Background: an optimization exercise with open tools, aiming at small area, a short achievable clock period and few clock cycles per item. Do not read the settings as production practice.
RTL that was checked went through simulation tests only; none was proved equivalent to the original.

==> maple <==
==> flow/design.v <==
`timescale 1ns / 1ps
module fbindct_8bit #(
  parameter IN_WIDTH = 8,
  parameter INT_BITS = 6,
  parameter FRAC_BITS = 6,
  parameter INTER_WIDTH = IN_WIDTH + INT_BITS + FRAC_BITS,
  parameter OUT_WIDTH = 20
)(
  input                                        clk,
  input                                        rst,
  input signed [8*IN_WIDTH-1:0]                x_in,
  input                                        ready_in,
  input                                        load,
  output                                       valid_out,
  output signed [8*OUT_WIDTH-1:0]              y_out
);
  wire signed [7:0] x0 = x_in[ 7: 0];
  wire signed [7:0] x1 = x_in[15: 8];
  wire signed [7:0] x2 = x_in[23:16];
  wire signed [7:0] x3 = x_in[31:24];
  wire signed [7:0] x4 = x_in[39:32];
  wire signed [7:0] x5 = x_in[47:40];
  wire signed [7:0] x6 = x_in[55:48];
  wire signed [7:0] x7 = x_in[63:56];
  reg signed [8:0] s0, s1, s2, s3, s4, s5, s6, s7;
  reg              vld;
  always @(posedge clk) begin
    if (load) begin
      s0 <= x0 + x7;  s7 <= x0 - x7;
      s1 <= x1 + x6;  s6 <= x1 - x6;
      s2 <= x2 + x5;  s5 <= x2 - x5;
      s3 <= x3 + x4;  s4 <= x3 - x4;
    end
  end
  always @(posedge clk) begin
    if (rst)
      vld <= 1'b0;
    else if (load)
      vld <= 1'b1;
    else if (ready_in)
      vld <= 1'b0;
  end
  assign valid_out = vld;
  wire signed [9:0]  t0 = s0 + s3;
  wire signed [9:0]  t1 = s1 + s2;
  wire signed [9:0]  c3 = s0 - s3;
  wire signed [9:0]  c2 = s1 - s2;
  wire signed [10:0] e0 = t0 + t1;
  wire signed [10:0] e4 = t0 - t1;
  wire signed [11:0] h3 = (c3 <<< 1) + c3;
  wire signed [13:0] e6 = (c2 <<< 3) - h3;
  wire signed [16:0] e2 = (c3 <<< 6) + (e6 <<< 1) + e6;
  wire signed [12:0] u  = (s5 <<< 1) + s5 + (s6 <<< 3);
  wire signed [9:0]  p  = s4 + s5;
  wire signed [9:0]  z  = s4 - s5;
  wire signed [13:0] o1 = u + (s7 <<< 3);
  wire signed [14:0] o7 = (z <<< 4) + u - (s7 <<< 1);
  wire signed [14:0] o5 = (p <<< 4) - (u <<< 1) - u + (s7 <<< 4) - (s7 <<< 1);
  wire signed [14:0] o3 = (s7 <<< 4) + (s7 <<< 1) - (p <<< 4) - u;
  assign y_out[ 19:  0] = {{3{e0[10]}}, e0, 6'b0};
  assign y_out[ 39: 20] = {{3{o1[13]}}, o1, 3'b0};
  assign y_out[ 59: 40] = {{3{e2[16]}}, e2};
  assign y_out[ 79: 60] = {{4{o3[14]}}, o3, 1'b0};
  assign y_out[ 99: 80] = {{4{e4[10]}}, e4, 5'b0};
  assign y_out[119:100] = {{3{o5[14]}}, o5, 2'b0};
  assign y_out[139:120] = {{3{e6[13]}}, e6, 3'b0};
  assign y_out[159:140] = {{3{o7[14]}}, o7, 2'b0};
endmodule
==> flow/run.sh <==
#!/bin/bash
# synth_recipe.tcl (not shown) runs the flow's synth.tcl, then flattens the netlist and writes it again
# the make line also repeats each setting of config.mk as NAME=value (left out here)
make -C /OpenROAD-flow-scripts/flow DESIGN_CONFIG=/design/flow/config.mk WORK_HOME=/design/flow/orfs CLKGATE_MAP_FILE= SYNTH_SCRIPT=/design/flow/synth_recipe.tcl finish
==> flow/config.mk <==
export PLATFORM = sky130hd
export DESIGN_NAME = fbindct_8bit
export DESIGN_NICKNAME = fbindct_8bit
export VERILOG_FILES = /design/flow/design.v
export SDC_FILE = /design/flow/constraint.sdc
export NUM_CORES = 4
export LEC_CHECK = 0
export CAP_MARGIN = 20
export CORE_MARGIN = 2
export CORE_UTILIZATION = 40
export SLEW_MARGIN = 20
==> flow/constraint.sdc <==
create_clock -name core_clock -period 10.0 [get_ports {clk}]
set_input_delay 2.0000 -clock core_clock [delete_from_list [all_inputs] [get_ports {clk}]]
set_output_delay 2.0000 -clock core_clock [all_outputs]
set_load 0.01 [all_outputs]
==> juniper (differences from maple) <==
--- a/flow/config.mk
+++ b/flow/config.mk
@@ -9,3 +9,4 @@
 export CORE_MARGIN = 2
 export CORE_UTILIZATION = 40
+export SETUP_SLACK_MARGIN = 5
 export SLEW_MARGIN = 20
==> summary.txt <==
quantity	maple	juniper
Worst path max stage delay	0.60 ns	0.56 ns
Slack of the worst reg-to-reg path	9.41 ns	9.42 ns
Run status	complete, no violations	complete, no violations
Routed wire per std cell	15.3 um	16.4 um
Placed standard-cell area	16100 um2	17100 um2
Critical path destination	y_out[58]	y_out[59]
Initial antenna violation count	0	3
Total stage count of the critical path	26	23
Portion of the layout cell area used by clock cells	0.0173	0.0161
Finished Core Util	0.478	0.595
Function was not checked in any run of this note: the RTL went through the layout flow alone.

==> run a: inputs <==
fbindct_8bit, a different RTL version from the one above (not shown whole).
==> flow/config.mk <==
export PLATFORM = sky130hd
export DESIGN_NAME = fbindct_8bit
export DESIGN_NICKNAME = fbindct_8bit
export VERILOG_FILES = /design/flow/design.v
export SDC_FILE = /design/flow/constraint.sdc
export NUM_CORES = 4
export LEC_CHECK = 0
export ABC_AREA = 1
export CAP_MARGIN = 20
export CORE_MARGIN = 2
export CORE_UTILIZATION = 40
export SLEW_MARGIN = 20
export SYNTH_HIERARCHICAL = 1
==> flow/constraint.sdc <==
create_clock -name core_clock -period 10.0 [get_ports {clk}]
set_input_delay 2.0000 -clock core_clock [delete_from_list [all_inputs] [get_ports {clk}]]
set_output_delay 2.0000 -clock core_clock [all_outputs]
set_load 0.01 [all_outputs]
standard.sh (not shown) runs the stock make flow with config.mk's settings and CLKGATE_MAP_FILE= SYNTH_SCRIPT=/design/flow/synth_recipe.tcl, a recipe that flattens the netlist after the stock synthesis.
==> flow/flow/run.sh <==
#!/bin/bash
# The standard layout, with plain buf_1 cells as the port buffers instead of the
# delay buffers buffer_ports picks by default. Every port still gets its buffer.
set -euo pipefail
bash standard.sh "BUFFER_PORTS_ARGS=-buffer_cell sky130_fd_sc_hd__buf_1" finish > standard_flow.log 2>&1
==> run b (differences from run a) <==
ABC_AREA = default   (was 1)
==> run c (differences from run a) <==
ABC_AREA = default   (was 1)
CORE_UTILIZATION = 65   (was 40)
PLACE_DENSITY = 0.8   (was default)
==> comparison <==
The lowest maximum frequency belongs to run c, the highest to run a. Of run a and run b, run a has the higher routed wire length (gap about 8%, measured against run b). Against run a, the non-clock buffer count of run c is lower by 1. Between run c and run a, the lower register-to-register slack is in run a (gap 20 ps). Via count: run a > run c > run b. Worst hold slack: run a is higher than run c (20 ps).
Testbench counts of run a, summed over its fixed seeds: cycles 4,096, rows 2,048.
Testbench counts of run b, summed over its fixed seeds: cycles 4,096, rows 2,048.
Testbench counts of run c, summed over its fixed seeds: cycles 4,096, rows 2,048.

what the ideal ports hide:
No port has a modelled driver above. Below, the same layouts with a new extraction and two added sets of constraints.
Step 1: set_driving_cell puts a clkbuf_16 on clk and a buf_2 on each other input, an assumption about the parent block.
Step 2 adds t to the input delays and takes it off the output delays; t is the mean of the earliest and latest rising clock arrival at the registers after step 1. Input paths then give back, and output paths get back, about the clock's delay inside the block.
Three values: no drivers, after step 1, after step 2; two values: the first two.
| run | t, ns | setup WS [ns] | hold slack, ns | worst setup path at the end | worst data-port slew with drivers (ns) |
|---|---|---|---|---|---|
| maple | 0.382 | 0.556 / 0.506 / 0.888 | 0.507 / 0.507 / 0.507 | register to output | 0.07 |
| juniper | 0.378 | 1.989 / 1.945 / 2.323 | 0.492 / 0.492 / 0.492 | register to output | 0.10 |
| run a | 0.389 | 3.942 / 3.896 / 3.826 | 0.532 / 0.532 / 0.532 | input to register | 0.09 |
| run b | 0.391 | 3.672 / 3.626 / 3.421 | 0.495 / 0.495 / 0.495 | input to register | 0.12 |
| run c | 0.383 | 3.641 / 3.599 / 3.397 | 0.512 / 0.512 / 0.512 | input to register | 0.07 |
After both steps every run listed still meets setup and hold. For run b, which loses most, drivers alone change the setup slack by -0.046 ns; drivers and shift together by -0.251 ns.
